From an optimization exercise on the open Yosys and OpenROAD flow, aimed at small area and a short achievable clock period; shortcuts taken in it are not production practice. Only simulation tests tie the RTL to the original design; equivalence was not proved. Power figures rest on the tool's default switching activity, not on a simulated workload.

==> design.v <==
module pfx_main (
    input  logic [31:0] g,
    input  logic [31:0] p,
    output logic [31:0] G
);
    wire g1_1 = g[1] | (p[1] & g[0]);
    wire p1_1 = p[1] & p[0];
    wire g1_3 = g[3] | (p[3] & g[2]);
    wire p1_3 = p[3] & p[2];
    wire g1_5 = g[5] | (p[5] & g[4]);
    wire p1_5 = p[5] & p[4];
    wire g1_7 = g[7] | (p[7] & g[6]);
    wire p1_7 = p[7] & p[6];
    wire g1_9 = g[9] | (p[9] & g[8]);
    wire p1_9 = p[9] & p[8];
    wire g1_11 = g[11] | (p[11] & g[10]);
    wire p1_11 = p[11] & p[10];
    wire g1_13 = g[13] | (p[13] & g[12]);
    wire p1_13 = p[13] & p[12];
    wire g1_15 = g[15] | (p[15] & g[14]);
    wire p1_15 = p[15] & p[14];
    wire g1_17 = g[17] | (p[17] & g[16]);
    wire p1_17 = p[17] & p[16];
    wire g1_19 = g[19] | (p[19] & g[18]);
    wire p1_19 = p[19] & p[18];
    wire g1_21 = g[21] | (p[21] & g[20]);
    wire p1_21 = p[21] & p[20];
    wire g1_23 = g[23] | (p[23] & g[22]);
    wire p1_23 = p[23] & p[22];
    wire g1_25 = g[25] | (p[25] & g[24]);
    wire p1_25 = p[25] & p[24];
    wire g1_27 = g[27] | (p[27] & g[26]);
    wire p1_27 = p[27] & p[26];
    wire g1_29 = g[29] | (p[29] & g[28]);
    wire p1_29 = p[29] & p[28];
    wire g1_31 = g[31] | (p[31] & g[30]);
    wire p1_31 = p[31] & p[30];
    wire g2_2 = g[2] | (p[2] & g1_1);
    wire p2_2 = p[2] & p1_1;
    wire g2_3 = g1_3 | (p1_3 & g1_1);
    wire p2_3 = p1_3 & p1_1;
    wire g2_6 = g[6] | (p[6] & g1_5);
    wire p2_6 = p[6] & p1_5;
    wire g2_7 = g1_7 | (p1_7 & g1_5);
    wire p2_7 = p1_7 & p1_5;
    wire g2_10 = g[10] | (p[10] & g1_9);
    wire p2_10 = p[10] & p1_9;
    wire g2_11 = g1_11 | (p1_11 & g1_9);
    wire p2_11 = p1_11 & p1_9;
    wire g2_14 = g[14] | (p[14] & g1_13);
    wire p2_14 = p[14] & p1_13;
    wire g2_15 = g1_15 | (p1_15 & g1_13);
    wire p2_15 = p1_15 & p1_13;
    wire g2_18 = g[18] | (p[18] & g1_17);
    wire p2_18 = p[18] & p1_17;
    wire g2_19 = g1_19 | (p1_19 & g1_17);
    wire p2_19 = p1_19 & p1_17;
    wire g2_22 = g[22] | (p[22] & g1_21);
    wire p2_22 = p[22] & p1_21;
    wire g2_23 = g1_23 | (p1_23 & g1_21);
    wire p2_23 = p1_23 & p1_21;
    wire g2_26 = g[26] | (p[26] & g1_25);
    wire p2_26 = p[26] & p1_25;
    wire g2_27 = g1_27 | (p1_27 & g1_25);
    wire p2_27 = p1_27 & p1_25;
    wire g2_30 = g[30] | (p[30] & g1_29);
    wire p2_30 = p[30] & p1_29;
    wire g2_31 = g1_31 | (p1_31 & g1_29);
    wire p2_31 = p1_31 & p1_29;
    wire g3_4 = g[4] | (p[4] & g2_3);
    wire p3_4 = p[4] & p2_3;
    wire g3_5 = g1_5 | (p1_5 & g2_3);
    wire p3_5 = p1_5 & p2_3;
    wire g3_6 = g2_6 | (p2_6 & g2_3);
    wire p3_6 = p2_6 & p2_3;
    wire g3_7 = g2_7 | (p2_7 & g2_3);
    wire p3_7 = p2_7 & p2_3;
    wire g3_12 = g[12] | (p[12] & g2_11);
    wire p3_12 = p[12] & p2_11;
    wire g3_13 = g1_13 | (p1_13 & g2_11);
    wire p3_13 = p1_13 & p2_11;
    wire g3_14 = g2_14 | (p2_14 & g2_11);
    wire p3_14 = p2_14 & p2_11;
    wire g3_15 = g2_15 | (p2_15 & g2_11);
    wire p3_15 = p2_15 & p2_11;
    wire g3_20 = g[20] | (p[20] & g2_19);
    wire p3_20 = p[20] & p2_19;
    wire g3_21 = g1_21 | (p1_21 & g2_19);
    wire p3_21 = p1_21 & p2_19;
    wire g3_22 = g2_22 | (p2_22 & g2_19);
    wire p3_22 = p2_22 & p2_19;
    wire g3_23 = g2_23 | (p2_23 & g2_19);
    wire p3_23 = p2_23 & p2_19;
    wire g3_28 = g[28] | (p[28] & g2_27);
    wire p3_28 = p[28] & p2_27;
    wire g3_29 = g1_29 | (p1_29 & g2_27);
    wire p3_29 = p1_29 & p2_27;
    wire g3_30 = g2_30 | (p2_30 & g2_27);
    wire p3_30 = p2_30 & p2_27;
    wire g3_31 = g2_31 | (p2_31 & g2_27);
    wire p3_31 = p2_31 & p2_27;
    wire g4_8 = g[8] | (p[8] & g3_7);
    wire p4_8 = p[8] & p3_7;
    wire g4_9 = g1_9 | (p1_9 & g3_7);
    wire p4_9 = p1_9 & p3_7;
    wire g4_10 = g2_10 | (p2_10 & g3_7);
    wire p4_10 = p2_10 & p3_7;
    wire g4_11 = g2_11 | (p2_11 & g3_7);
    wire p4_11 = p2_11 & p3_7;
    wire g4_12 = g3_12 | (p3_12 & g3_7);
    wire p4_12 = p3_12 & p3_7;
    wire g4_13 = g3_13 | (p3_13 & g3_7);
    wire p4_13 = p3_13 & p3_7;
    wire g4_14 = g3_14 | (p3_14 & g3_7);
    wire p4_14 = p3_14 & p3_7;
    wire g4_15 = g3_15 | (p3_15 & g3_7);
    wire p4_15 = p3_15 & p3_7;
    wire g4_24 = g[24] | (p[24] & g3_23);
    wire p4_24 = p[24] & p3_23;
    wire g4_25 = g1_25 | (p1_25 & g3_23);
    wire p4_25 = p1_25 & p3_23;
    wire g4_26 = g2_26 | (p2_26 & g3_23);
    wire p4_26 = p2_26 & p3_23;
    wire g4_27 = g2_27 | (p2_27 & g3_23);
    wire p4_27 = p2_27 & p3_23;
    wire g4_28 = g3_28 | (p3_28 & g3_23);
    wire p4_28 = p3_28 & p3_23;
    wire g4_29 = g3_29 | (p3_29 & g3_23);
    wire p4_29 = p3_29 & p3_23;
    wire g4_30 = g3_30 | (p3_30 & g3_23);
    wire p4_30 = p3_30 & p3_23;
    wire g4_31 = g3_31 | (p3_31 & g3_23);
    wire p4_31 = p3_31 & p3_23;
    wire g5_16 = g[16] | (p[16] & g4_15);
    wire p5_16 = p[16] & p4_15;
    wire g5_17 = g1_17 | (p1_17 & g4_15);
    wire p5_17 = p1_17 & p4_15;
    wire g5_18 = g2_18 | (p2_18 & g4_15);
    wire p5_18 = p2_18 & p4_15;
    wire g5_19 = g2_19 | (p2_19 & g4_15);
    wire p5_19 = p2_19 & p4_15;
    wire g5_20 = g3_20 | (p3_20 & g4_15);
    wire p5_20 = p3_20 & p4_15;
    wire g5_21 = g3_21 | (p3_21 & g4_15);
    wire p5_21 = p3_21 & p4_15;
    wire g5_22 = g3_22 | (p3_22 & g4_15);
    wire p5_22 = p3_22 & p4_15;
    wire g5_23 = g3_23 | (p3_23 & g4_15);
    wire p5_23 = p3_23 & p4_15;
    wire g5_24 = g4_24 | (p4_24 & g4_15);
    wire p5_24 = p4_24 & p4_15;
    wire g5_25 = g4_25 | (p4_25 & g4_15);
    wire p5_25 = p4_25 & p4_15;
    wire g5_26 = g4_26 | (p4_26 & g4_15);
    wire p5_26 = p4_26 & p4_15;
    wire g5_27 = g4_27 | (p4_27 & g4_15);
    wire p5_27 = p4_27 & p4_15;
    wire g5_28 = g4_28 | (p4_28 & g4_15);
    wire p5_28 = p4_28 & p4_15;
    wire g5_29 = g4_29 | (p4_29 & g4_15);
    wire p5_29 = p4_29 & p4_15;
    wire g5_30 = g4_30 | (p4_30 & g4_15);
    wire p5_30 = p4_30 & p4_15;
    wire g5_31 = g4_31 | (p4_31 & g4_15);
    wire p5_31 = p4_31 & p4_15;
    assign G[0] = g[0];
    assign G[1] = g1_1;
    assign G[2] = g2_2;
    assign G[3] = g2_3;
    assign G[4] = g3_4;
    assign G[5] = g3_5;
    assign G[6] = g3_6;
    assign G[7] = g3_7;
    assign G[8] = g4_8;
    assign G[9] = g4_9;
    assign G[10] = g4_10;
    assign G[11] = g4_11;
    assign G[12] = g4_12;
    assign G[13] = g4_13;
    assign G[14] = g4_14;
    assign G[15] = g4_15;
    assign G[16] = g5_16;
    assign G[17] = g5_17;
    assign G[18] = g5_18;
    assign G[19] = g5_19;
    assign G[20] = g5_20;
    assign G[21] = g5_21;
    assign G[22] = g5_22;
    assign G[23] = g5_23;
    assign G[24] = g5_24;
    assign G[25] = g5_25;
    assign G[26] = g5_26;
    assign G[27] = g5_27;
    assign G[28] = g5_28;
    assign G[29] = g5_29;
    assign G[30] = g5_30;
    assign G[31] = g5_31;
endmodule
module pfx_tgt (
    input  logic [30:0] g,
    input  logic [30:0] p,
    output logic [30:0] G
);
    wire g1_1 = g[1] | (p[1] & g[0]);
    wire p1_1 = p[1] & p[0];
    wire g1_3 = g[3] | (p[3] & g[2]);
    wire p1_3 = p[3] & p[2];
    wire g1_5 = g[5] | (p[5] & g[4]);
    wire p1_5 = p[5] & p[4];
    wire g1_7 = g[7] | (p[7] & g[6]);
    wire p1_7 = p[7] & p[6];
    wire g1_9 = g[9] | (p[9] & g[8]);
    wire p1_9 = p[9] & p[8];
    wire g1_11 = g[11] | (p[11] & g[10]);
    wire p1_11 = p[11] & p[10];
    wire g1_13 = g[13] | (p[13] & g[12]);
    wire p1_13 = p[13] & p[12];
    wire g1_15 = g[15] | (p[15] & g[14]);
    wire p1_15 = p[15] & p[14];
    wire g1_17 = g[17] | (p[17] & g[16]);
    wire p1_17 = p[17] & p[16];
    wire g1_19 = g[19] | (p[19] & g[18]);
    wire p1_19 = p[19] & p[18];
    wire g1_21 = g[21] | (p[21] & g[20]);
    wire p1_21 = p[21] & p[20];
    wire g1_23 = g[23] | (p[23] & g[22]);
    wire p1_23 = p[23] & p[22];
    wire g1_25 = g[25] | (p[25] & g[24]);
    wire p1_25 = p[25] & p[24];
    wire g1_27 = g[27] | (p[27] & g[26]);
    wire p1_27 = p[27] & p[26];
    wire g1_29 = g[29] | (p[29] & g[28]);
    wire p1_29 = p[29] & p[28];
    wire g2_3 = g1_3 | (p1_3 & g1_1);
    wire p2_3 = p1_3 & p1_1;
    wire g2_7 = g1_7 | (p1_7 & g1_5);
    wire p2_7 = p1_7 & p1_5;
    wire g2_11 = g1_11 | (p1_11 & g1_9);
    wire p2_11 = p1_11 & p1_9;
    wire g2_15 = g1_15 | (p1_15 & g1_13);
    wire p2_15 = p1_15 & p1_13;
    wire g2_19 = g1_19 | (p1_19 & g1_17);
    wire p2_19 = p1_19 & p1_17;
    wire g2_23 = g1_23 | (p1_23 & g1_21);
    wire p2_23 = p1_23 & p1_21;
    wire g2_27 = g1_27 | (p1_27 & g1_25);
    wire p2_27 = p1_27 & p1_25;
    wire g3_7 = g2_7 | (p2_7 & g2_3);
    wire p3_7 = p2_7 & p2_3;
    wire g3_15 = g2_15 | (p2_15 & g2_11);
    wire p3_15 = p2_15 & p2_11;
    wire g3_23 = g2_23 | (p2_23 & g2_19);
    wire p3_23 = p2_23 & p2_19;
    wire g4_15 = g3_15 | (p3_15 & g3_7);
    wire p4_15 = p3_15 & p3_7;
    wire g6_23 = g3_23 | (p3_23 & g4_15);
    wire p6_23 = p3_23 & p4_15;
    wire g7_11 = g2_11 | (p2_11 & g3_7);
    wire p7_11 = p2_11 & p3_7;
    wire g7_19 = g2_19 | (p2_19 & g4_15);
    wire p7_19 = p2_19 & p4_15;
    wire g7_27 = g2_27 | (p2_27 & g6_23);
    wire p7_27 = p2_27 & p6_23;
    wire g8_5 = g1_5 | (p1_5 & g2_3);
    wire p8_5 = p1_5 & p2_3;
    wire g8_9 = g1_9 | (p1_9 & g3_7);
    wire p8_9 = p1_9 & p3_7;
    wire g8_13 = g1_13 | (p1_13 & g7_11);
    wire p8_13 = p1_13 & p7_11;
    wire g8_17 = g1_17 | (p1_17 & g4_15);
    wire p8_17 = p1_17 & p4_15;
    wire g8_21 = g1_21 | (p1_21 & g7_19);
    wire p8_21 = p1_21 & p7_19;
    wire g8_25 = g1_25 | (p1_25 & g6_23);
    wire p8_25 = p1_25 & p6_23;
    wire g8_29 = g1_29 | (p1_29 & g7_27);
    wire p8_29 = p1_29 & p7_27;
    wire g9_2 = g[2] | (p[2] & g1_1);
    wire p9_2 = p[2] & p1_1;
    wire g9_4 = g[4] | (p[4] & g2_3);
    wire p9_4 = p[4] & p2_3;
    wire g9_6 = g[6] | (p[6] & g8_5);
    wire p9_6 = p[6] & p8_5;
    wire g9_8 = g[8] | (p[8] & g3_7);
    wire p9_8 = p[8] & p3_7;
    wire g9_10 = g[10] | (p[10] & g8_9);
    wire p9_10 = p[10] & p8_9;
    wire g9_12 = g[12] | (p[12] & g7_11);
    wire p9_12 = p[12] & p7_11;
    wire g9_14 = g[14] | (p[14] & g8_13);
    wire p9_14 = p[14] & p8_13;
    wire g9_16 = g[16] | (p[16] & g4_15);
    wire p9_16 = p[16] & p4_15;
    wire g9_18 = g[18] | (p[18] & g8_17);
    wire p9_18 = p[18] & p8_17;
    wire g9_20 = g[20] | (p[20] & g7_19);
    wire p9_20 = p[20] & p7_19;
    wire g9_22 = g[22] | (p[22] & g8_21);
    wire p9_22 = p[22] & p8_21;
    wire g9_24 = g[24] | (p[24] & g6_23);
    wire p9_24 = p[24] & p6_23;
    wire g9_26 = g[26] | (p[26] & g8_25);
    wire p9_26 = p[26] & p8_25;
    wire g9_28 = g[28] | (p[28] & g7_27);
    wire p9_28 = p[28] & p7_27;
    wire g9_30 = g[30] | (p[30] & g8_29);
    wire p9_30 = p[30] & p8_29;
    assign G[0] = g[0];
    assign G[1] = g1_1;
    assign G[2] = g9_2;
    assign G[3] = g2_3;
    assign G[4] = g9_4;
    assign G[5] = g8_5;
    assign G[6] = g9_6;
    assign G[7] = g3_7;
    assign G[8] = g9_8;
    assign G[9] = g8_9;
    assign G[10] = g9_10;
    assign G[11] = g7_11;
    assign G[12] = g9_12;
    assign G[13] = g8_13;
    assign G[14] = g9_14;
    assign G[15] = g4_15;
    assign G[16] = g9_16;
    assign G[17] = g8_17;
    assign G[18] = g9_18;
    assign G[19] = g7_19;
    assign G[20] = g9_20;
    assign G[21] = g8_21;
    assign G[22] = g9_22;
    assign G[23] = g6_23;
    assign G[24] = g9_24;
    assign G[25] = g8_25;
    assign G[26] = g9_26;
    assign G[27] = g7_27;
    assign G[28] = g9_28;
    assign G[29] = g8_29;
    assign G[30] = g9_30;
endmodule
module pfx_inc (
    input  logic [29:0] g,
    input  logic [29:0] p,
    output logic [29:0] G
);
    wire g1_1 = g[1] | (p[1] & g[0]);
    wire p1_1 = p[1] & p[0];
    wire g1_3 = g[3] | (p[3] & g[2]);
    wire p1_3 = p[3] & p[2];
    wire g1_5 = g[5] | (p[5] & g[4]);
    wire p1_5 = p[5] & p[4];
    wire g1_7 = g[7] | (p[7] & g[6]);
    wire p1_7 = p[7] & p[6];
    wire g1_9 = g[9] | (p[9] & g[8]);
    wire p1_9 = p[9] & p[8];
    wire g1_11 = g[11] | (p[11] & g[10]);
    wire p1_11 = p[11] & p[10];
    wire g1_13 = g[13] | (p[13] & g[12]);
    wire p1_13 = p[13] & p[12];
    wire g1_15 = g[15] | (p[15] & g[14]);
    wire p1_15 = p[15] & p[14];
    wire g1_17 = g[17] | (p[17] & g[16]);
    wire p1_17 = p[17] & p[16];
    wire g1_19 = g[19] | (p[19] & g[18]);
    wire p1_19 = p[19] & p[18];
    wire g1_21 = g[21] | (p[21] & g[20]);
    wire p1_21 = p[21] & p[20];
    wire g1_23 = g[23] | (p[23] & g[22]);
    wire p1_23 = p[23] & p[22];
    wire g1_25 = g[25] | (p[25] & g[24]);
    wire p1_25 = p[25] & p[24];
    wire g1_27 = g[27] | (p[27] & g[26]);
    wire p1_27 = p[27] & p[26];
    wire g1_29 = g[29] | (p[29] & g[28]);
    wire p1_29 = p[29] & p[28];
    wire g2_3 = g1_3 | (p1_3 & g1_1);
    wire p2_3 = p1_3 & p1_1;
    wire g2_7 = g1_7 | (p1_7 & g1_5);
    wire p2_7 = p1_7 & p1_5;
    wire g2_11 = g1_11 | (p1_11 & g1_9);
    wire p2_11 = p1_11 & p1_9;
    wire g2_15 = g1_15 | (p1_15 & g1_13);
    wire p2_15 = p1_15 & p1_13;
    wire g2_19 = g1_19 | (p1_19 & g1_17);
    wire p2_19 = p1_19 & p1_17;
    wire g2_23 = g1_23 | (p1_23 & g1_21);
    wire p2_23 = p1_23 & p1_21;
    wire g2_27 = g1_27 | (p1_27 & g1_25);
    wire p2_27 = p1_27 & p1_25;
    wire g3_7 = g2_7 | (p2_7 & g2_3);
    wire p3_7 = p2_7 & p2_3;
    wire g3_15 = g2_15 | (p2_15 & g2_11);
    wire p3_15 = p2_15 & p2_11;
    wire g3_23 = g2_23 | (p2_23 & g2_19);
    wire p3_23 = p2_23 & p2_19;
    wire g4_15 = g3_15 | (p3_15 & g3_7);
    wire p4_15 = p3_15 & p3_7;
    wire g6_23 = g3_23 | (p3_23 & g4_15);
    wire p6_23 = p3_23 & p4_15;
    wire g7_11 = g2_11 | (p2_11 & g3_7);
    wire p7_11 = p2_11 & p3_7;
    wire g7_19 = g2_19 | (p2_19 & g4_15);
    wire p7_19 = p2_19 & p4_15;
    wire g7_27 = g2_27 | (p2_27 & g6_23);
    wire p7_27 = p2_27 & p6_23;
    wire g8_5 = g1_5 | (p1_5 & g2_3);
    wire p8_5 = p1_5 & p2_3;
    wire g8_9 = g1_9 | (p1_9 & g3_7);
    wire p8_9 = p1_9 & p3_7;
    wire g8_13 = g1_13 | (p1_13 & g7_11);
    wire p8_13 = p1_13 & p7_11;
    wire g8_17 = g1_17 | (p1_17 & g4_15);
    wire p8_17 = p1_17 & p4_15;
    wire g8_21 = g1_21 | (p1_21 & g7_19);
    wire p8_21 = p1_21 & p7_19;
    wire g8_25 = g1_25 | (p1_25 & g6_23);
    wire p8_25 = p1_25 & p6_23;
    wire g8_29 = g1_29 | (p1_29 & g7_27);
    wire p8_29 = p1_29 & p7_27;
    wire g9_2 = g[2] | (p[2] & g1_1);
    wire p9_2 = p[2] & p1_1;
    wire g9_4 = g[4] | (p[4] & g2_3);
    wire p9_4 = p[4] & p2_3;
    wire g9_6 = g[6] | (p[6] & g8_5);
    wire p9_6 = p[6] & p8_5;
    wire g9_8 = g[8] | (p[8] & g3_7);
    wire p9_8 = p[8] & p3_7;
    wire g9_10 = g[10] | (p[10] & g8_9);
    wire p9_10 = p[10] & p8_9;
    wire g9_12 = g[12] | (p[12] & g7_11);
    wire p9_12 = p[12] & p7_11;
    wire g9_14 = g[14] | (p[14] & g8_13);
    wire p9_14 = p[14] & p8_13;
    wire g9_16 = g[16] | (p[16] & g4_15);
    wire p9_16 = p[16] & p4_15;
    wire g9_18 = g[18] | (p[18] & g8_17);
    wire p9_18 = p[18] & p8_17;
    wire g9_20 = g[20] | (p[20] & g7_19);
    wire p9_20 = p[20] & p7_19;
    wire g9_22 = g[22] | (p[22] & g8_21);
    wire p9_22 = p[22] & p8_21;
    wire g9_24 = g[24] | (p[24] & g6_23);
    wire p9_24 = p[24] & p6_23;
    wire g9_26 = g[26] | (p[26] & g8_25);
    wire p9_26 = p[26] & p8_25;
    wire g9_28 = g[28] | (p[28] & g7_27);
    wire p9_28 = p[28] & p7_27;
    assign G[0] = g[0];
    assign G[1] = g1_1;
    assign G[2] = g9_2;
    assign G[3] = g2_3;
    assign G[4] = g9_4;
    assign G[5] = g8_5;
    assign G[6] = g9_6;
    assign G[7] = g3_7;
    assign G[8] = g9_8;
    assign G[9] = g8_9;
    assign G[10] = g9_10;
    assign G[11] = g7_11;
    assign G[12] = g9_12;
    assign G[13] = g8_13;
    assign G[14] = g9_14;
    assign G[15] = g4_15;
    assign G[16] = g9_16;
    assign G[17] = g8_17;
    assign G[18] = g9_18;
    assign G[19] = g7_19;
    assign G[20] = g9_20;
    assign G[21] = g8_21;
    assign G[22] = g9_22;
    assign G[23] = g6_23;
    assign G[24] = g9_24;
    assign G[25] = g8_25;
    assign G[26] = g9_26;
    assign G[27] = g7_27;
    assign G[28] = g9_28;
    assign G[29] = g8_29;
endmodule
module pfx_cmp (
    input  logic [31:0] g,
    input  logic [31:0] p,
    output logic [31:0] G
);
    wire g1_1 = g[1] | (p[1] & g[0]);
    wire p1_1 = p[1] & p[0];
    wire g1_3 = g[3] | (p[3] & g[2]);
    wire p1_3 = p[3] & p[2];
    wire g1_5 = g[5] | (p[5] & g[4]);
    wire p1_5 = p[5] & p[4];
    wire g1_7 = g[7] | (p[7] & g[6]);
    wire p1_7 = p[7] & p[6];
    wire g1_9 = g[9] | (p[9] & g[8]);
    wire p1_9 = p[9] & p[8];
    wire g1_11 = g[11] | (p[11] & g[10]);
    wire p1_11 = p[11] & p[10];
    wire g1_13 = g[13] | (p[13] & g[12]);
    wire p1_13 = p[13] & p[12];
    wire g1_15 = g[15] | (p[15] & g[14]);
    wire p1_15 = p[15] & p[14];
    wire g1_17 = g[17] | (p[17] & g[16]);
    wire p1_17 = p[17] & p[16];
    wire g1_19 = g[19] | (p[19] & g[18]);
    wire p1_19 = p[19] & p[18];
    wire g1_21 = g[21] | (p[21] & g[20]);
    wire p1_21 = p[21] & p[20];
    wire g1_23 = g[23] | (p[23] & g[22]);
    wire p1_23 = p[23] & p[22];
    wire g1_25 = g[25] | (p[25] & g[24]);
    wire p1_25 = p[25] & p[24];
    wire g1_27 = g[27] | (p[27] & g[26]);
    wire p1_27 = p[27] & p[26];
    wire g1_29 = g[29] | (p[29] & g[28]);
    wire p1_29 = p[29] & p[28];
    wire g1_31 = g[31] | (p[31] & g[30]);
    wire p1_31 = p[31] & p[30];
    wire g2_2 = g[2] | (p[2] & g1_1);
    wire p2_2 = p[2] & p1_1;
    wire g2_3 = g1_3 | (p1_3 & g1_1);
    wire p2_3 = p1_3 & p1_1;
    wire g2_6 = g[6] | (p[6] & g1_5);
    wire p2_6 = p[6] & p1_5;
    wire g2_7 = g1_7 | (p1_7 & g1_5);
    wire p2_7 = p1_7 & p1_5;
    wire g2_10 = g[10] | (p[10] & g1_9);
    wire p2_10 = p[10] & p1_9;
    wire g2_11 = g1_11 | (p1_11 & g1_9);
    wire p2_11 = p1_11 & p1_9;
    wire g2_14 = g[14] | (p[14] & g1_13);
    wire p2_14 = p[14] & p1_13;
    wire g2_15 = g1_15 | (p1_15 & g1_13);
    wire p2_15 = p1_15 & p1_13;
    wire g2_18 = g[18] | (p[18] & g1_17);
    wire p2_18 = p[18] & p1_17;
    wire g2_19 = g1_19 | (p1_19 & g1_17);
    wire p2_19 = p1_19 & p1_17;
    wire g2_22 = g[22] | (p[22] & g1_21);
    wire p2_22 = p[22] & p1_21;
    wire g2_23 = g1_23 | (p1_23 & g1_21);
    wire p2_23 = p1_23 & p1_21;
    wire g2_26 = g[26] | (p[26] & g1_25);
    wire p2_26 = p[26] & p1_25;
    wire g2_27 = g1_27 | (p1_27 & g1_25);
    wire p2_27 = p1_27 & p1_25;
    wire g2_30 = g[30] | (p[30] & g1_29);
    wire p2_30 = p[30] & p1_29;
    wire g2_31 = g1_31 | (p1_31 & g1_29);
    wire p2_31 = p1_31 & p1_29;
    wire g3_4 = g[4] | (p[4] & g2_3);
    wire p3_4 = p[4] & p2_3;
    wire g3_5 = g1_5 | (p1_5 & g2_3);
    wire p3_5 = p1_5 & p2_3;
    wire g3_6 = g2_6 | (p2_6 & g2_3);
    wire p3_6 = p2_6 & p2_3;
    wire g3_7 = g2_7 | (p2_7 & g2_3);
    wire p3_7 = p2_7 & p2_3;
    wire g3_12 = g[12] | (p[12] & g2_11);
    wire p3_12 = p[12] & p2_11;
    wire g3_13 = g1_13 | (p1_13 & g2_11);
    wire p3_13 = p1_13 & p2_11;
    wire g3_14 = g2_14 | (p2_14 & g2_11);
    wire p3_14 = p2_14 & p2_11;
    wire g3_15 = g2_15 | (p2_15 & g2_11);
    wire p3_15 = p2_15 & p2_11;
    wire g3_20 = g[20] | (p[20] & g2_19);
    wire p3_20 = p[20] & p2_19;
    wire g3_21 = g1_21 | (p1_21 & g2_19);
    wire p3_21 = p1_21 & p2_19;
    wire g3_22 = g2_22 | (p2_22 & g2_19);
    wire p3_22 = p2_22 & p2_19;
    wire g3_23 = g2_23 | (p2_23 & g2_19);
    wire p3_23 = p2_23 & p2_19;
    wire g3_28 = g[28] | (p[28] & g2_27);
    wire p3_28 = p[28] & p2_27;
    wire g3_29 = g1_29 | (p1_29 & g2_27);
    wire p3_29 = p1_29 & p2_27;
    wire g3_30 = g2_30 | (p2_30 & g2_27);
    wire p3_30 = p2_30 & p2_27;
    wire g3_31 = g2_31 | (p2_31 & g2_27);
    wire p3_31 = p2_31 & p2_27;
    wire g4_8 = g[8] | (p[8] & g3_7);
    wire p4_8 = p[8] & p3_7;
    wire g4_9 = g1_9 | (p1_9 & g3_7);
    wire p4_9 = p1_9 & p3_7;
    wire g4_10 = g2_10 | (p2_10 & g3_7);
    wire p4_10 = p2_10 & p3_7;
    wire g4_11 = g2_11 | (p2_11 & g3_7);
    wire p4_11 = p2_11 & p3_7;
    wire g4_12 = g3_12 | (p3_12 & g3_7);
    wire p4_12 = p3_12 & p3_7;
    wire g4_13 = g3_13 | (p3_13 & g3_7);
    wire p4_13 = p3_13 & p3_7;
    wire g4_14 = g3_14 | (p3_14 & g3_7);
    wire p4_14 = p3_14 & p3_7;
    wire g4_15 = g3_15 | (p3_15 & g3_7);
    wire p4_15 = p3_15 & p3_7;
    wire g4_24 = g[24] | (p[24] & g3_23);
    wire p4_24 = p[24] & p3_23;
    wire g4_25 = g1_25 | (p1_25 & g3_23);
    wire p4_25 = p1_25 & p3_23;
    wire g4_26 = g2_26 | (p2_26 & g3_23);
    wire p4_26 = p2_26 & p3_23;
    wire g4_27 = g2_27 | (p2_27 & g3_23);
    wire p4_27 = p2_27 & p3_23;
    wire g4_28 = g3_28 | (p3_28 & g3_23);
    wire p4_28 = p3_28 & p3_23;
    wire g4_29 = g3_29 | (p3_29 & g3_23);
    wire p4_29 = p3_29 & p3_23;
    wire g4_30 = g3_30 | (p3_30 & g3_23);
    wire p4_30 = p3_30 & p3_23;
    wire g4_31 = g3_31 | (p3_31 & g3_23);
    wire p4_31 = p3_31 & p3_23;
    wire g5_16 = g[16] | (p[16] & g4_15);
    wire p5_16 = p[16] & p4_15;
    wire g5_17 = g1_17 | (p1_17 & g4_15);
    wire p5_17 = p1_17 & p4_15;
    wire g5_18 = g2_18 | (p2_18 & g4_15);
    wire p5_18 = p2_18 & p4_15;
    wire g5_19 = g2_19 | (p2_19 & g4_15);
    wire p5_19 = p2_19 & p4_15;
    wire g5_20 = g3_20 | (p3_20 & g4_15);
    wire p5_20 = p3_20 & p4_15;
    wire g5_21 = g3_21 | (p3_21 & g4_15);
    wire p5_21 = p3_21 & p4_15;
    wire g5_22 = g3_22 | (p3_22 & g4_15);
    wire p5_22 = p3_22 & p4_15;
    wire g5_23 = g3_23 | (p3_23 & g4_15);
    wire p5_23 = p3_23 & p4_15;
    wire g5_24 = g4_24 | (p4_24 & g4_15);
    wire p5_24 = p4_24 & p4_15;
    wire g5_25 = g4_25 | (p4_25 & g4_15);
    wire p5_25 = p4_25 & p4_15;
    wire g5_26 = g4_26 | (p4_26 & g4_15);
    wire p5_26 = p4_26 & p4_15;
    wire g5_27 = g4_27 | (p4_27 & g4_15);
    wire p5_27 = p4_27 & p4_15;
    wire g5_28 = g4_28 | (p4_28 & g4_15);
    wire p5_28 = p4_28 & p4_15;
    wire g5_29 = g4_29 | (p4_29 & g4_15);
    wire p5_29 = p4_29 & p4_15;
    wire g5_30 = g4_30 | (p4_30 & g4_15);
    wire p5_30 = p4_30 & p4_15;
    wire g5_31 = g4_31 | (p4_31 & g4_15);
    wire p5_31 = p4_31 & p4_15;
    assign G[0] = g[0];
    assign G[1] = g1_1;
    assign G[2] = g2_2;
    assign G[3] = g2_3;
    assign G[4] = g3_4;
    assign G[5] = g3_5;
    assign G[6] = g3_6;
    assign G[7] = g3_7;
    assign G[8] = g4_8;
    assign G[9] = g4_9;
    assign G[10] = g4_10;
    assign G[11] = g4_11;
    assign G[12] = g4_12;
    assign G[13] = g4_13;
    assign G[14] = g4_14;
    assign G[15] = g4_15;
    assign G[16] = g5_16;
    assign G[17] = g5_17;
    assign G[18] = g5_18;
    assign G[19] = g5_19;
    assign G[20] = g5_20;
    assign G[21] = g5_21;
    assign G[22] = g5_22;
    assign G[23] = g5_23;
    assign G[24] = g5_24;
    assign G[25] = g5_25;
    assign G[26] = g5_26;
    assign G[27] = g5_27;
    assign G[28] = g5_28;
    assign G[29] = g5_29;
    assign G[30] = g5_30;
    assign G[31] = g5_31;
endmodule
module bolt_exec (
    input  logic        clk,
    input  logic        rst,      
    input  logic [31:0] instr,    
    input  logic [31:0] rs1,      
    input  logic [31:0] rs2,      
    input  logic [31:0] pc,       
    output logic [31:0] result,   
    output logic [31:0] next_pc,  
    output logic        branch,   
    output logic        reg_wr,   
    output logic        mem_wr,   
    output logic        mem_rd    
);
    logic [6:0] op;
    logic [2:0] f3;
    logic [6:0] f7;
    assign op = instr[6:0];
    assign f3 = instr[14:12];
    assign f7 = instr[31:25];
    logic op03, op13, op17, op23, op33, op37, op63, op67, op6f, op1b, op3b;
    assign op03 = (op == 7'h03);
    assign op13 = (op == 7'h13);
    assign op17 = (op == 7'h17);
    assign op23 = (op == 7'h23);
    assign op33 = (op == 7'h33);
    assign op37 = (op == 7'h37);
    assign op63 = (op == 7'h63);
    assign op67 = (op == 7'h67);
    assign op6f = (op == 7'h6F);
    assign op1b = (op == 7'h1B);
    assign op3b = (op == 7'h3B);
    logic i31, f7z, f7s;
    assign i31 = instr[31];
    assign f7z = (f7 == 7'h00);
    assign f7s = (f7 == 7'h20);
    logic use_rs2, is_s, sub;
    assign use_rs2 = op[5] & op[4];
    assign is_s    = ~op[6] & op[5];
    assign sub     = (op[4] & ~f3[2] & f3[1]) | (op[4] & op[5] & instr[30]);
    logic [31:0] bv, bx, ap, ag, sum;
    logic        cout;
    assign bv = use_rs2 ? rs2 : {{20{i31}}, instr[31:25], is_s ? instr[11:7] : instr[24:20]};
    assign bx = bv ^ {32{sub}};
    assign ap = rs1 ^ bx;    
    assign ag = rs1 & bx;    
    logic [31:0] aG;
    pfx_main u_add (.g({ag[31:1], ag[0] | (ap[0] & sub)}), .p(ap), .G(aG));
    assign sum  = ap ^ {aG[30:0], sub};
    assign cout = aG[31];
    logic ltu, lts;          
    assign ltu = ~cout;
    assign lts = ltu ^ rs1[31] ^ bv[31];
    logic [31:0] bxe, bG;
    logic bltu, blts, beq;
    assign bxe  = rs1 ^ rs2;
    pfx_cmp u_cmp (.g(bxe & rs2), .p(~bxe), .G(bG));
    assign bltu = bG[31];
    assign blts = bltu ^ rs1[31] ^ rs2[31];
    assign beq  = ~|bxe;
    logic        left;
    logic [31:0] shin, sho;
    logic [4:0]  sh;
    assign left = ~f3[2];
    assign sh   = bv[4:0];
    for (genvar i = 0; i < 32; i++) begin : rev
        assign shin[i] = left ? rs1[31-i] : rs1[i];
    end
    assign sho = $signed({instr[30] & rs1[31] & ~left, shin}) >>> sh;
    logic [31:0] timm, tgt, pc4;
    assign timm[0]     = 1'b0;
    assign timm[4:1]   = ~op[6] ? 4'd0 : (op[3] ? instr[24:21] : instr[11:8]);
    assign timm[10:5]  = ~op[6] ? 6'd0 : instr[30:25];
    assign timm[11]    = ~op[6] ? 1'b0 : (op[3] ? instr[20] : instr[7]);
    assign timm[19:12] = (op[6] & ~op[3]) ? {8{i31}} : instr[19:12];
    assign timm[30:20] = ~op[6] ? instr[30:20] : {11{i31}};
    assign timm[31]    = i31;
    assign tgt[0] = pc[0];
    logic [30:0] tp, tG;
    assign tp = pc[31:1] ^ timm[31:1];
    pfx_tgt u_tgt (.g(pc[31:1] & timm[31:1]), .p(tp), .G(tG));
    assign tgt[31:1] = tp ^ {tG[29:0], 1'b0};
    logic [29:0] iG;
    assign pc4[1:0] = pc[1:0];
    pfx_inc u_inc (.g({29'd0, pc[2]}), .p(pc[31:2]), .G(iG));
    assign pc4[31:2] = pc[31:2] ^ {iG[28:0], 1'b1};
    logic cond, taken;
    assign cond  = f3[2] ? ((f3[1] ? bltu : blts) ^ f3[0]) : (~f3[1] & (beq ^ f3[0]));
    assign taken = op63 & cond;
    logic alu_i, r_ok;
    logic s_sum, s_shl, s_shr, s_slt, s_sltu, s_xor, s_or, s_and, s_tgt, s_lui, s_pc4, s_hold;
    assign alu_i = op13 | op33;
    assign r_ok  = op13 | f7z;    
    assign s_sum  = ~rst & ((op03 & (f3 != 3'd7)) | (op23 & ~f3[2])
                          | (f3 == 3'd0 & (op13 | (op33 & (f7z | f7s))))) ;
    assign s_shl  = ~rst & alu_i & (f3 == 3'd1) & f7z;
    assign s_slt  = ~rst & alu_i & (f3 == 3'd2) & r_ok;
    assign s_sltu = ~rst & alu_i & (f3 == 3'd3) & r_ok;
    assign s_xor  = ~rst & alu_i & (f3 == 3'd4) & r_ok;
    assign s_shr  = ~rst & alu_i & (f3 == 3'd5) & (f7z | f7s);
    assign s_or   = ~rst & alu_i & (f3 == 3'd6) & r_ok;
    assign s_and  = ~rst & alu_i & (f3 == 3'd7) & r_ok;
    assign s_tgt  = ~rst & op17;
    assign s_lui  = ~rst & op37;
    assign s_pc4  = ~rst & (op6f | (op67 & (f3 == 3'd0)));
    assign s_hold = ~rst & ~(s_sum | s_shl | s_slt | s_sltu | s_xor | s_shr | s_or | s_and
                             | s_tgt | s_lui | s_pc4);
    logic [31:0] rval, luiv, shl;
    assign luiv = {instr[31:12], 12'd0};
    for (genvar i = 0; i < 32; i++) begin : rshl
        assign shl[i] = sho[31-i];
    end
    assign rval = ({32{s_sum}} & sum) | ({32{s_shl}} & shl) | ({32{s_shr}} & sho)
                | ({32{s_xor | s_or}} & ap) | ({32{s_or | s_and}} & ag)
                | ({32{s_tgt}} & tgt) | ({32{s_lui}} & luiv) | ({32{s_pc4}} & pc4)
                | ({32{s_hold}} & result)
                | {31'd0, (s_slt & lts) | (s_sltu & ltu)};
    logic jalr, n_tgt, n_sum, n_pc4;
    logic [31:0] nval;
    assign jalr  = op67 & (f3 == 3'd0);
    assign n_tgt = ~rst & (taken | op6f);
    assign n_sum = ~rst & jalr;
    assign n_pc4 = ~rst & ~(taken | op6f | jalr);
    assign nval  = ({32{n_tgt}} & tgt) | ({32{n_sum}} & {sum[31:1], 1'b0}) | ({32{n_pc4}} & pc4);
    logic wr;
    assign wr = op33 | op3b | op13 | op1b | op67 | op03 | op17 | op6f | op37;
    always_ff @(posedge clk) begin
        result  <= rval;
        next_pc <= nval;
        branch  <= ~rst & taken;
        reg_wr  <= ~rst & wr;
        mem_wr  <= ~rst & op23;
        mem_rd  <= ~rst & op03;
    end
endmodule
==> flow/run.sh <==
#!/bin/bash
# Layout flow: the standard layout (standard.sh), with two changes to how the
# cells are chosen:
#  - the full and half adder cells are not used, so Yosys does not pre-map adder
#    bits to them and abc maps the whole datapath itself;
#  - the buffer that buffer_ports puts on every input and output port is buf_1.
# Every tool's full output goes to standard.log (make) and the ORFS logs under orfs/logs.
set -euo pipefail
cat >> config.mk <<'CFG'
export DONT_USE_CELLS += sky130_fd_sc_hd__fa_1 sky130_fd_sc_hd__fa_2 sky130_fd_sc_hd__fa_4 sky130_fd_sc_hd__ha_1 sky130_fd_sc_hd__ha_2 sky130_fd_sc_hd__ha_4
export BUFFER_PORTS_ARGS = -buffer_cell sky130_fd_sc_hd__buf_1
CFG
bash standard.sh > standard.log 2>&1
==> standard.sh <==
#!/bin/bash
# synth_recipe.tcl (not shown) runs the flow's synth.tcl, then flattens the netlist and writes it again
# the make line also repeats each setting of config.mk as NAME=value (left out here)
make -C /OpenROAD-flow-scripts/flow DESIGN_CONFIG=/design/flow/config.mk WORK_HOME=/design/flow/orfs CLKGATE_MAP_FILE= SYNTH_SCRIPT=/design/flow/synth_recipe.tcl "${@:-finish}"
==> config.mk <==
export PLATFORM = sky130hd
export DESIGN_NAME = bolt_exec
export DESIGN_NICKNAME = bolt_exec
export VERILOG_FILES = /design/flow/design.v
export SDC_FILE = /design/flow/constraint.sdc
export NUM_CORES = 4
export LEC_CHECK = 0
export ABC_AREA = 1
export CAP_MARGIN = 20
export CORE_MARGIN = 2
export CORE_UTILIZATION = 40
export CTS_BUF_LIST = sky130_fd_sc_hd__clkbuf_8
export HOLD_SLACK_MARGIN = 0
export SETUP_SLACK_MARGIN = 3.0
export SLEW_MARGIN = 20
export DONT_USE_CELLS += sky130_fd_sc_hd__fa_1 sky130_fd_sc_hd__fa_2 sky130_fd_sc_hd__fa_4 sky130_fd_sc_hd__ha_1 sky130_fd_sc_hd__ha_2 sky130_fd_sc_hd__ha_4
export BUFFER_PORTS_ARGS = -buffer_cell sky130_fd_sc_hd__buf_1
==> constraint.sdc <==
create_clock -name core_clock -period 6.5 [get_ports {clk}]
set_input_delay 1.3000 -clock core_clock [delete_from_list [all_inputs] [get_ports {clk}]]
set_output_delay 1.3000 -clock core_clock [all_outputs]
set_load 0.01 [all_outputs]
==> results of run 1 <==
[Yosys cell counts, types with 3 or more instances]
cell type / number
nand3_1: 293
buf_4: 3
inv_2: 17
o22ai_1: 19
nor4_1: 8
xor2_2: 6
nor3_2: 3
nor2_1: 169
o21ai_1: 19
nand2_1: 719
a221oi_1: 8
o211a_1: 3
o21ai_0: 160
buf_2: 22
nor3_1: 15
xnor2_1: 18
or2_2: 30
nand2_4: 6
a21oi_1: 72
a21boi_0: 3
buf_12: 3
nor2_2: 8
nor2_4: 3
buf_1: 4
o211ai_1: 39
o221ai_1: 5
xor2_1: 56
clkinv_1: 7
nand3_2: 4
buf_6: 10
nand3b_1: 8
o21ai_2: 8
a21oi_2: 3
clkbuf_1: 42
nand2_2: 26
nand4_1: 28
inv_1: 239
a31oi_1: 9
o21a_1: 6
mux2i_1: 6
o21bai_1: 3
dfxtp_1: 68
[cell type report]
type | count | area (um2)
fill | 3128 | 13600
multi-input combinational | 1795 | 9960
tap | 384 | 480
sequential | 68 | 1360
inverter | 264 | 1100
timing repair inverter | 8 | 57.6
clock buffer | 11 | 151
clock inverter | 5 | 98.8
timing repair buffer | 306 | 1860
[power by group]
part           switching (W)  total [W]  internal, W  leakage (nW)
Combinational       0.000978    0.00142     0.000438          6.52
Clock               0.000210   0.000484     0.000274         0.131
Sequential        0.00000736   0.000441     0.000433         0.557
Total                0.00120    0.00234      0.00115          7.21
[registers in the layout (all words and copies together) (netlist names)]
register / flops
result: 32
next_pc: 32
mem_rd: 1
branch: 1
reg_wr: 1
mem_wr: 1
[worst max-delay path: stages]
cell        delay, ns
buf_1            0.07
buf_4            0.18
clkinvlp_4       0.18
nand4_1          0.27
o22ai_2          0.32
buf_4            0.18
nand3_1          0.11
inv_1            0.54
a21oi_1          0.20
nand2_1          0.15
nand3b_1         0.23
nor2_1           0.08
nand3_1          0.08
[per-stage QoR]
step / instances / instance area (um2) / worst slack (ns) / hold WS [ns]
after detailed placement: 2717 / 12500 / 0.831 / 0.500
after CTS: 2764 / 13500 / 2.97 / 0.520
final: 2841 / 15100 / 2.94 / 0.526
after global routing: 2841 / 15100 / 2.92 / 0.537
after global placement: 2717 / 12500 / 0.773 / 0.498
after floorplan: 2195 / 11600 / 3.20 / 0.528
[kinds of logic (layout without fill, tap and decap cells)]
family | after synthesis | in the layout
compound gates | 365 | 365
xor+xnor | 81 | 81
buf+inv | 349 | 594
flops | 68 | 68
mux | 6 | 6
simple gates | 1326 | 1343
[metal layers]
layer | global-route usage, % | wire, um | up-vias
met1 | 56.2 | 26500 | 7601
met2 | 60.4 | 27300 | 1155
met4 | 20.6 | 4270 | 0
met5 | 0 | 0 | -
met3 | 8.62 | 8560 | 183
li1 | - | - | 7717
[final timing paths]
check | endpoint | slack [ns] | cells after the start | start
worst max-delay path | result[20]$_DFF_P_ | 2.94 | 13 | instr[27]
worst min-delay path | result[3]$_DFF_P_ | 0.53 | 2 | result[3]$_DFF_P_
worst max register to register | result[20]$_DFF_P_ | 5.34 | 5 | result[20]$_DFF_P_
worst min register to register | result[3]$_DFF_P_ | 0.53 | 2 | result[3]$_DFF_P_
[repair_timing]
action	CTS	global route
setup buffers	16	65
gates resized for setup	137	257
hold buffers	0	0
cloned	15	12
pin swaps	16	57
setup endpoints to repair	63	63
hold endpoints to repair	0	0
==> reports/results.tsv, run 1 <==
stage	metric	value	unit
run_status	status	no timing/DRC/antenna violations	
critical_path	worst path arrival time	3.91	ns
clock_network	clock latency (worst-skew pair)	0.39	ns
floorplan	Ports	198	
yosys	predominant post-synthesis flop cell	dfxtp_1	
yosys	ranking of synthesized cells by area	nand2_1 (23%), nand3_1 (13%), dfxtp_1 (12%)	
clock_network	H-tree levels	3	
sta	Worst Tran Pin Value	0.730	ns
yosys	XOR/XNOR Fraction of Synth Area	6.57	%
clock_network	TritonCTS Buffers	9	
cells_and_area	Final #Nets	2582	
cells_and_area	Synth-to-Final Area Change	30.0	%
place	Port Buf Inserts	197	
yosys	Synth Register Bits	68	
global_routing	first-pass GRT wire length	92700	um
yosys	Simple-Gate Fraction of Synth Area	50.0	%
critical_path	kind of critical path	input port to flop	
clock_network	Root Buffer	clkbuf_8	
global_routing	pin count of the biggest net entering global routing	72	
global_routing	vias in the first global route	14339	
place	dpl hpwl	49300	um
drt	WL final	66700	um
drt	Routed Antenna Nets	0	
floorplan	core area	28600	um2
global_routing	Congestion Overflow GR	0	
drt	DRT iter0 DRCs	2239	
sta	final setup TNS	0	ns
pwr	leakage power	7.21	nW
floorplan	Starting Density	40.5	%
global_routing	Overall Global Routing Usage	41.0	%
yosys	Netlist cell types	55	
yosys	number of flops mapped to enable cells by yosys	0	
pwr	final total power	0.00234	W
sta	Final Setup Violations	0	
cells_and_area	fin util	52.7	%
yosys	Synth top area share	23.3	%
floorplan	die area	30400	um2
clock_network	clk buf depth	2	
floorplan	row count	62	
sta	final hold vios	0	
drt	Routed wire per std cell	23.5	um
hold_path	Hold WC Path Type	flop to flop	
place	GPL Wtd Cong	1.09	
critical_path	CP required	6.84	ns
drt	via/cell ratio	5.86	
yosys	Syn Nets	2325	
yosys	main combinational cell family by area after synthesis	simple AND/OR/NAND/NOR gates	
clock_network	Clock transition at path regs	0.09	ns
yosys	biggest area consumer among synthesized cells	nand2_1	
floorplan	height of the die	174	um
yosys	register area share after synthesis	11.7	%
sta	RSZ-0062 raised after global routing	yes	
clock_network	CTS Sinks	68	
global_routing	initial antenna violation count	0	
yosys	Synth Area in Compound Gates	18.3	%
drt	DR DRC count	0	
yosys	Ys Warns	1	
floorplan	Die Width	174	um
sta	Slew headroom	51.3	%
yosys	Synth Instances	2195	
critical_path	Setup crit start kind	input port	
critical_path	endpoint class of the critical path	flop	
clock_network	TritonCTS clock tree	done	
yosys	adder-cell share of the synthesized area	0	%
yosys	Post-Syn Area	11600	um2
cells_and_area	antenna cells	0	
sta	Fmax achieved	281	MHz
yosys	Synth Area per Inst	5.28	um2
drt	DR vias	16656	
sta	fin crit share	54.8	%
yosys	post-synthesis mux area share	0.518	%
cells_and_area	share of cells above drive strength 1	19.1	%
cells_and_area	commonest non-fill, non-tap cell in the layout	nand2_1	
run	max-cap violation count	0	
critical_path	worst-path fanout max	13	
sta	post-route minimum period	3.56	ns
sta	Layout Skew	0	ns
pwr	power density over the cells	155	nW/um2
pwr	Max VDD drop	0.0000945	V
sta	max-slew violations	0	
cells_and_area	most frequent cells in the layout	nand2_1 (668), nand3_1 (269), inv_1 (219)	
drt	drt first pass iters	6	
yosys	fraction of registers with async set/reset	0	%
==> run 2: changes to the inputs <==
--- a/config.mk
+++ b/config.mk
@@ -12,5 +12,5 @@
 export CTS_BUF_LIST = sky130_fd_sc_hd__clkbuf_8
 export HOLD_SLACK_MARGIN = 0
-export SETUP_SLACK_MARGIN = 3.0
+export SETUP_SLACK_MARGIN = 2.7
 export SLEW_MARGIN = 20
 export DONT_USE_CELLS += sky130_fd_sc_hd__fa_1 sky130_fd_sc_hd__fa_2 sky130_fd_sc_hd__fa_4 sky130_fd_sc_hd__ha_1 sky130_fd_sc_hd__ha_2 sky130_fd_sc_hd__ha_4
==> reports/results.tsv, run 2 <==
stage	metric	value	unit	change
run	max-cap violation count	0		unchanged
yosys	predominant post-synthesis flop cell	dfxtp_1		unchanged
place	dpl cell area	12500	um2	unchanged
yosys	number of flops mapped to enable cells by yosys	0		unchanged
floorplan	die area	30400	um2	unchanged
yosys	top post-synthesis cells by count	nand2_1 (719), nand3_1 (293), inv_1 (239), nor2_1 (169), o21ai_0 (160)		unchanged
yosys	ranking of synthesized cells by area	nand2_1 (23%), nand3_1 (13%), dfxtp_1 (12%)		unchanged
floorplan	Die Width	174	um	unchanged
drt	WL final	62800	um	was 66700 um
clock_network	clock latency (worst-skew pair)	0.39	ns	about the same
cells_and_area	fin util	47.1	%	was 52.7%
floorplan	row count	62		unchanged
cells_and_area	Fillers	3248		was 3128
global_routing	first-pass GRT wire length	89200	um	was 92700 um
floorplan	Starting Density	40.5	%	unchanged
yosys	register area share after synthesis	11.7	%	unchanged
pwr	power density over the cells	159	nW/um2	was 155 nW/um2
sta	Slew headroom	51.4	%	was 51.3%
drt	Routed Antenna Nets	0		unchanged
floorplan	height of the die	174	um	unchanged
clock_network	CTS Sinks	68		unchanged
sta	final setup TNS	0	ns	unchanged
cells_and_area	Synth-to-Final Area Change	16.2	%	was 30.0%
sta	Setup WS post-layout	2.72	ns	was 2.94 ns
global_routing	pin count of the biggest net entering global routing	72		unchanged
place	Port Buf Inserts	197		unchanged
yosys	biggest area consumer among synthesized cells	nand2_1		unchanged
clock_network	TritonCTS clock tree	done		unchanged
clock_network	Clock transition at path regs	0.09	ns	about the same
yosys	fraction of registers with async set/reset	0	%	unchanged
sta	final hold vios	0		unchanged
drt	via/cell ratio	5.77		was 5.86
sta	RSZ-0062 raised after global routing	yes		unchanged
global_routing	Overall Global Routing Usage	39.3	%	was 41.0%
place	Placement Setup Slack	0.831	ns	unchanged
global_routing	initial antenna violation count	1		was 0
sta	post-route minimum period	3.78	ns	was 3.56 ns
hold_path	hold path startpoint	result[3]$_DFF_P_		unchanged
clock_network	hold_buf cts	0		unchanged
clock_network	TritonCTS Buffers	9		unchanged
yosys	Synth Instances	2195		unchanged
drt	drt first pass iters	9		was 6
yosys	Synth Register Bits	68		unchanged
cells_and_area	Final #Nets	2498		was 2582
cells_and_area	most frequent cells in the layout	nand2_1 (703), nand3_1 (288), inv_1 (235)		was nand2_1 (668), nand3_1 (269), inv_1 (219)
sta	Fmax achieved	265	MHz	was 281 MHz
critical_path	Reg2Reg Setup Slack	5.36	ns	was 5.34 ns
clock_network	Root Buffer	clkbuf_8		unchanged
hold_path	Hold WC Path Type	flop to flop		unchanged
global_routing	vias in the first global route	13999		was 14339
cells_and_area	biggest registers after layout	next_pc: 32 flops, result: 32 flops		unchanged
floorplan	Ports	198		unchanged
place	GPL Wtd Cong	1.09		unchanged
sta	fin crit share	58.1	%	was 54.8%
pwr	leakage power	6.55	nW	was 7.21 nW
floorplan	core area	28600	um2	unchanged
yosys	Syn Nets	2325		unchanged
clock_network	H-tree levels	3		unchanged
sta	max-slew violations	0		unchanged
critical_path	Worst Reg-to-Reg Cells	5		unchanged
critical_path	reg2reg end	result[20]$_DFF_P_		unchanged
critical_path	Setup crit start kind	input port		unchanged
yosys	Post-Syn Area	11600	um2	unchanged
drt	DRT iter0 DRCs	2079		was 2239
yosys	Synth top area share	23.3	%	unchanged
pwr	Max VDD drop	0.0000929	V	was 0.0000945 V
hold_path	Hold Path Sink	result[3]$_DFF_P_		unchanged
cells_and_area	antenna cells	0		unchanged
sta	Layout Skew	0	ns	unchanged
hold_path	hold depth	2		unchanged
cells_and_area	commonest non-fill, non-tap cell in the layout	nand2_1		unchanged
drt	DR DRC count	0		unchanged
critical_path	worst path arrival time	4.07	ns	was 3.91 ns
yosys	Netlist cell types	55		unchanged
run_status	status	no timing/DRC/antenna violations		unchanged
critical_path	endpoint class of the critical path	flop		unchanged
critical_path	worst flop-to-flop path startpoint	result[20]$_DFF_P_		unchanged
yosys	Synth Area per Inst	5.28	um2	unchanged
yosys	leading cell type by number of instances after synthesis	nand2_1		unchanged
critical_path	kind of critical path	input port to flop		unchanged
drt	Routed wire per std cell	22.8	um	was 23.5 um
critical_path	CP required	6.79	ns	was 6.84 ns
cells_and_area	Final Cell Area	13500	um2	was 15100 um2
critical_path	worst-path fanout max	27		was 13
cells_and_area	share of cells above drive strength 1	10.6	%	was 19.1%
cells_and_area	FF+latch area	1360	um2	unchanged
clock_network	clk buf depth	2		unchanged
place	dpl hpwl	49300	um	unchanged
cells_and_area	area occupied by multi-input gates	9180	um2	was 9960 um2
drt	DR vias	15915		was 16656
sta	Final Setup Violations	0		unchanged
global_routing	Congestion Overflow GR	0		unchanged
yosys	Ys Warns	1		unchanged
sta	Worst Tran Pin Value	0.728	ns	was 0.730 ns
==> run 2: how the worst max path moves through the flow <==
stage / from / slack [ns] / depth (start not counted) / to
2_1_floorplan: instr[14] / 3.20 / 21 / result[27]$_DFF_P_
3_3_place_gp: instr[5] / 0.77 / 18 / result[29]$_DFF_P_
3_5_place_dp: instr[5] / 0.83 / 16 / result[29]$_DFF_P_
4_1_cts: instr[6] / 2.67 / 19 / result[29]$_DFF_P_
5_1_grt: instr[6] / 2.64 / 21 / result[29]$_DFF_P_
6_report: instr[6] / 2.72 / 20 / result[20]$_DFF_P_
==> run 2: timing repair <==
item                                    in CTS  in global routing
setup buffers                                2                 12
resized for setup                           59                 88
endpoints found under the setup margin      63                 61
cloned                                       4                  6
pin swaps                                    3                 16
==> run 2: where the power goes <==
group / total, W / internal (W) / switching [W]
sequential: 0.000441 / 0.000433 / 0.00000737
combinational: 0.00122 / 0.000346 / 0.000879
clock: 0.000482 / 0.000274 / 0.000208
==> run 2: logic make-up (layout without fill, tap and decap cells) <==
kind of cell,count (synthesis),in the layout,synth area share [%]
AND/OR/NAND/NOR,1326,1333,50.0
AO/OA/AOI/OAI,365,365,18.3
buffers and inverters,349,520,12.8
XOR/XNOR,81,81,6.57
flip-flops,68,68,11.7
multiplexers,6,6,0.518
==> run 2: critical path, cell delays in order <==
cell	delay, ns
clkbuf_2	0.15
buf_12	0.19
inv_16	0.13
nand2_1	0.08
inv_2	0.11
nand2_2	0.11
nor2_4	0.13
inv_1	0.11
nor2_1	0.22
nand3_4	0.20
nand4_1	0.14
nor2_1	0.05
nand2_1	0.14
inv_6	0.12
buf_6	0.18
nand2_1	0.10
nand2_1	0.09
nand3b_1	0.26
nor2_1	0.13
nand3_1	0.08
==> run 2: layout make-up <==
cell class / count / share of cell area, %
clock buffer: 11 / 1.12
clock inverter: 5 / 0.734
inverter: 264 / 7.80
multi-input combinational: 1785 / 68.1
sequential: 68 / 10.1
tap: 384 / 3.57
timing repair buffer: 238 / 8.46
timing repair inverter: 2 / 0.111
==> run 2: metrics by stage <==
stage,instances,total power (W),hold slack (ns)
CTS,2739,0.00205,0.520
detailed placement,2717,0.00155,0.500
floorplan,2195,0.00122,0.528
global placement,2717,0.00155,0.498
global route,2757,0.00226,0.538
finish,2757,0.00215,0.527
==> run 2: layer usage <==
| layer | vias up | routed length, um | track usage [%] |
|---|---|---|---|
| li1 | 7528 | - | - |
| met3 | 131 | 7260 | 7.92 |
| met1 | 7293 | 26500 | 55.1 |
| met2 | 961 | 25900 | 57.8 |
| met5 | - | 13 | 0 |
| met4 | 2 | 3070 | 17.3 |
==> run 3: changes to the inputs <==
--- a/config.mk
+++ b/config.mk
@@ -12,5 +12,5 @@
 export CTS_BUF_LIST = sky130_fd_sc_hd__clkbuf_8
 export HOLD_SLACK_MARGIN = 0
-export SETUP_SLACK_MARGIN = 2.7
+export SETUP_SLACK_MARGIN = 2.9
 export SLEW_MARGIN = 20
 export DONT_USE_CELLS += sky130_fd_sc_hd__fa_1 sky130_fd_sc_hd__fa_2 sky130_fd_sc_hd__fa_4 sky130_fd_sc_hd__ha_1 sky130_fd_sc_hd__ha_2 sky130_fd_sc_hd__ha_4
==> reports/results.tsv, run 3 <==
stage	metric	value	unit	change
critical_path	crit path launch	instr[2]		was instr[6]
sta	Layout Skew	0	ns	unchanged
cells_and_area	biggest registers after layout	next_pc: 32 flops, result: 32 flops		unchanged
floorplan	row count	62		unchanged
critical_path	CP dominant cell by count	nand2_1		unchanged
critical_path	worst-path fanout max	12		was 27
yosys	Post-Syn Area	11600	um2	unchanged
global_routing	Overall Global Routing Usage	40.0	%	was 39.3%
yosys	Synth Area per Inst	5.28	um2	unchanged
drt	met3 wire len	7640	um	was 7260 um
clock_network	Root Buffer	clkbuf_8		unchanged
place	Port Buf Inserts	197		unchanged
drt	WL final	64900	um	was 62800 um
yosys	ranking of synthesized cells by area	nand2_1 (23%), nand3_1 (13%), dfxtp_1 (12%)		unchanged
drt	DRT iter0 DRCs	2257		was 2079
sta	post-route minimum period	3.66	ns	was 3.78 ns
yosys	Netlist cell types	55		unchanged
yosys	Ys Warns	1		unchanged
global_routing	vias in the first global route	14163		was 13999
sta	final hold vios	0		unchanged
yosys	register area share after synthesis	11.7	%	unchanged
critical_path	CP required	6.84	ns	was 6.79 ns
cells_and_area	share of cells above drive strength 1	14.9	%	was 10.6%
drt	via/cell ratio	5.85		was 5.77
cells_and_area	antenna cells	0		unchanged
clock_network	TritonCTS clock tree	done		unchanged
hold_path	Hold WC Path Type	flop to flop		unchanged
pwr	Max VDD drop	0.0000940	V	was 0.0000929 V
sta	Hold Worst Slack	0.525	ns	was 0.527 ns
critical_path	critical path capture point	result[20]$_DFF_P_		unchanged
critical_path	Worst Reg-to-Reg Cells	5		unchanged
critical_path	worst-path cell chain	buf_1 > nand3_2 > nor2_2 > nand2_1 > nor3_4 > inv_1 > o22ai_1 > a21oi_1 > nand2_1 > nand3b_1 > nor2_1 > nand3_1		was clkbuf_2 > buf_12 > inv_16 > nand2_1 > inv_2 > nand2_2 > nor2_4 > inv_1 > nor2_1 > nand3_4 > nand4_1 > nor2_1 > nand2_1 > inv_6 > buf_6 > nand2_1 > nand2_1 > nand3b_1 > nor2_1 > nand3_1
yosys	Synth Register Bits	68		unchanged
clock_network	TritonCTS Buffers	9		unchanged
global_routing	Congestion Overflow GR	0		unchanged
yosys	Synth Instances	2195		unchanged
pwr	leakage power	6.92	nW	was 6.55 nW
critical_path	CP max-delay cell	nor3_4		was nand3b_1
clock_network	CTS Sinks	68		unchanged
sta	fin crit share	56.3	%	was 58.1%
critical_path	worst flop-to-flop path startpoint	result[20]$_DFF_P_		unchanged
yosys	Synth top area share	23.3	%	unchanged
place	GPL Wtd Cong	1.09		unchanged
cells_and_area	most frequent cells in the layout	nand2_1 (688), nand3_1 (282), inv_1 (228)		was nand2_1 (703), nand3_1 (288), inv_1 (235)
sta	Final Setup Violations	0		unchanged
critical_path	endpoint class of the critical path	flop		unchanged
pwr	power density over the cells	157	nW/um2	was 159 nW/um2
critical_path	Reg2Reg Setup Slack	5.31	ns	was 5.36 ns
critical_path	reg2reg end	result[20]$_DFF_P_		unchanged
drt	WL met2	26400	um	was 25900 um
global_routing	pin count of the biggest net entering global routing	72		unchanged
cells_and_area	Final #Nets	2550		was 2498
sta	final setup TNS	0	ns	unchanged
cells_and_area	Fillers	3192		was 3248
drt	DR vias	16423		was 15915
drt	drt first pass iters	7		was 9
clock_network	clock latency (worst-skew pair)	0.40	ns	was 0.39 ns
sta	Slew headroom	50.8	%	was 51.4%
yosys	fraction of registers with async set/reset	0	%	unchanged
yosys	top post-synthesis cells by count	nand2_1 (719), nand3_1 (293), inv_1 (239), nor2_1 (169), o21ai_0 (160)		unchanged
floorplan	die area	30400	um2	unchanged
drt	Routed wire per std cell	23.1	um	was 22.8 um
yosys	Syn Nets	2325		unchanged
cells_and_area	commonest non-fill, non-tap cell in the layout	nand2_1		unchanged
cells_and_area	Synth-to-Final Area Change	23.5	%	was 16.2%
floorplan	core area	28600	um2	unchanged
yosys	number of flops mapped to enable cells by yosys	0		unchanged
yosys	predominant post-synthesis flop cell	dfxtp_1		unchanged
run	max-cap violation count	0		unchanged
yosys	biggest area consumer among synthesized cells	nand2_1		unchanged
clock_network	H-tree levels	3		unchanged
clock_network	Clock transition at path regs	0.09	ns	about the same
critical_path	Setup crit start kind	input port		unchanged
critical_path	CP peak stage delay	0.47	ns	was 0.26 ns
floorplan	Ports	198		unchanged
run_status	status	no timing/DRC/antenna violations		unchanged
yosys	leading cell type by number of instances after synthesis	nand2_1		unchanged
clock_network	clk buf depth	2		unchanged
sta	Fmax achieved	273	MHz	was 265 MHz
place	dpl hpwl	49300	um	unchanged
sta	RSZ-0062 raised after global routing	no		was yes
drt	uppermost layer routed	met4		was met5
drt	M1 WL	26800	um	was 26500 um
floorplan	Die Width	174	um	unchanged
global_routing	first-pass GRT wire length	90700	um	was 89200 um
global_routing	initial antenna violation count	0		was 1
clock_network	hold_buf cts	0		unchanged
critical_path	worst path arrival time	4.00	ns	was 4.07 ns
drt	DR DRC count	0		unchanged
sta	max-slew violations	0		unchanged
critical_path	kind of critical path	input port to flop		unchanged
floorplan	Starting Density	40.5	%	unchanged
drt	Routed Antenna Nets	0		unchanged
sta	Worst Tran Pin Value	0.737	ns	was 0.728 ns
floorplan	height of the die	174	um	unchanged
## run 3: cell counts after synthesis
No cell type changed its count.
## run 3: critical path, delay by kind of cell
kind            cells  cell delay, ns
simple gates        8            1.60
buf+inv             2            0.72
compound gates      2            0.39
## run 3: cells by family after synthesis
| kind of cell | after synthesis | share of synthesized area, % |
|---|---|---|
| AO/OA/AOI/OAI | 365 | 18.3 |
| XOR/XNOR | 81 | 6.57 |
| buffers and inverters | 349 | 12.8 |
| flip-flops | 68 | 11.7 |
| multiplexers | 6 | 0.518 |
| AND/OR/NAND/NOR | 1326 | 50.0 |
## run 3: how the worst min path moves through the flow
stage | slack [ns] | startpoint | endpoint | depth (start not counted)
3_5_place_dp | 0.50 | result[3]$_DFF_P_ | result[3]$_DFF_P_ | 2
5_1_grt | 0.54 | result[3]$_DFF_P_ | result[3]$_DFF_P_ | 2
3_3_place_gp | 0.50 | result[3]$_DFF_P_ | result[3]$_DFF_P_ | 2
2_1_floorplan | 0.53 | result[3]$_DFF_P_ | result[3]$_DFF_P_ | 2
6_report | 0.52 | result[3]$_DFF_P_ | result[3]$_DFF_P_ | 2
4_1_cts | 0.52 | result[3]$_DFF_P_ | result[3]$_DFF_P_ | 2
## run 3: layout make-up
class | count | area (um2) | area share [%]
tap | 384 | 480 | 3.35
timing repair inverter | 4 | 27.5 | 0.192
clock inverter | 5 | 98.8 | 0.690
inverter | 264 | 1070 | 7.48
sequential | 68 | 1360 | 9.50
clock buffer | 11 | 151 | 1.06
timing repair buffer | 282 | 1600 | 11.2
multi-input combinational | 1791 | 9530 | 66.6
## run 3: power by group
group          leakage, nW  total [W]  internal (W)  switching, W
Sequential           0.557   0.000441      0.000433    0.00000742
Combinational         6.23    0.00132      0.000394      0.000924
Clock                0.131   0.000483      0.000274      0.000209
## run 3: layer usage
metal | global-route usage [%] | vias up
li1 | - | 7662
met1 | 56.4 | 7442
met2 | 58.8 | 1151
met3 | 6.30 | 168
met4 | 19.6 | 0
met5 | 0 | -
## run 3: metrics by stage
step / cells / total power, W / cell area [um2] / util, % / setup slack, ns
6_report: 2809 / 0.00224 / 14300 / 50.0 / 2.84
5_1_grt: 2809 / 0.00235 / 14300 / 50.0 / 2.86
4_1_cts: 2751 / 0.00207 / 13200 / 46.3 / 2.89
3_5_place_dp: 2717 / 0.00155 / 12500 / 43.8 / 0.831
3_3_place_gp: 2717 / 0.00155 / 12500 / 43.8 / 0.773
2_1_floorplan: 2195 / 0.00122 / 11600 / - / 3.20
## run 3: what timing repair did
| action | in CTS | in global routing |
|---|---|---|
| setup endpoints to repair | 63 | 62 |
| buffers inserted | 10 | 47 |
| gates resized for setup | 99 | 165 |
| pin swaps | 11 | 36 |
| gates cloned | 8 | 11 |

-- separate check: timing with driven ports --
The results above use ideal ports. As a check the final layouts listed here were re-extracted and re-timed, cells and wires unchanged. Step 1: set_driving_cell puts a clkbuf_16 on clk and a buf_2 on each other input, an assumption about the parent block. Step 2 adds t to the input delays and takes it off the output delays; t is the mean of the earliest and latest rising clock arrival at the registers after step 1. Input paths then give back, and output paths get back, about the clock's delay inside the block. Slacks: ideal ports / drivers / drivers and shift; pairs: ideal ports / drivers.
run	t (ns)	setup slack, ns	hold slack, ns	worst setup path after step 2	worst slew at a driven data input, ns
run 1	0.442	2.937 / 2.963 / 2.522	0.526 / 0.526 / 0.526	input to register	0.12
run 2	0.436	2.722 / 2.746 / 2.310	0.527 / 0.527 / 0.527	input to register	0.07
run 3	0.439	2.839 / 2.857 / 2.418	0.525 / 0.525 / 0.525	input to register	0.09
After both steps every run listed still meets setup and hold. The setup slack of run 3, which loses most, moves by +0.018 ns with the drivers and by -0.421 ns with both steps.
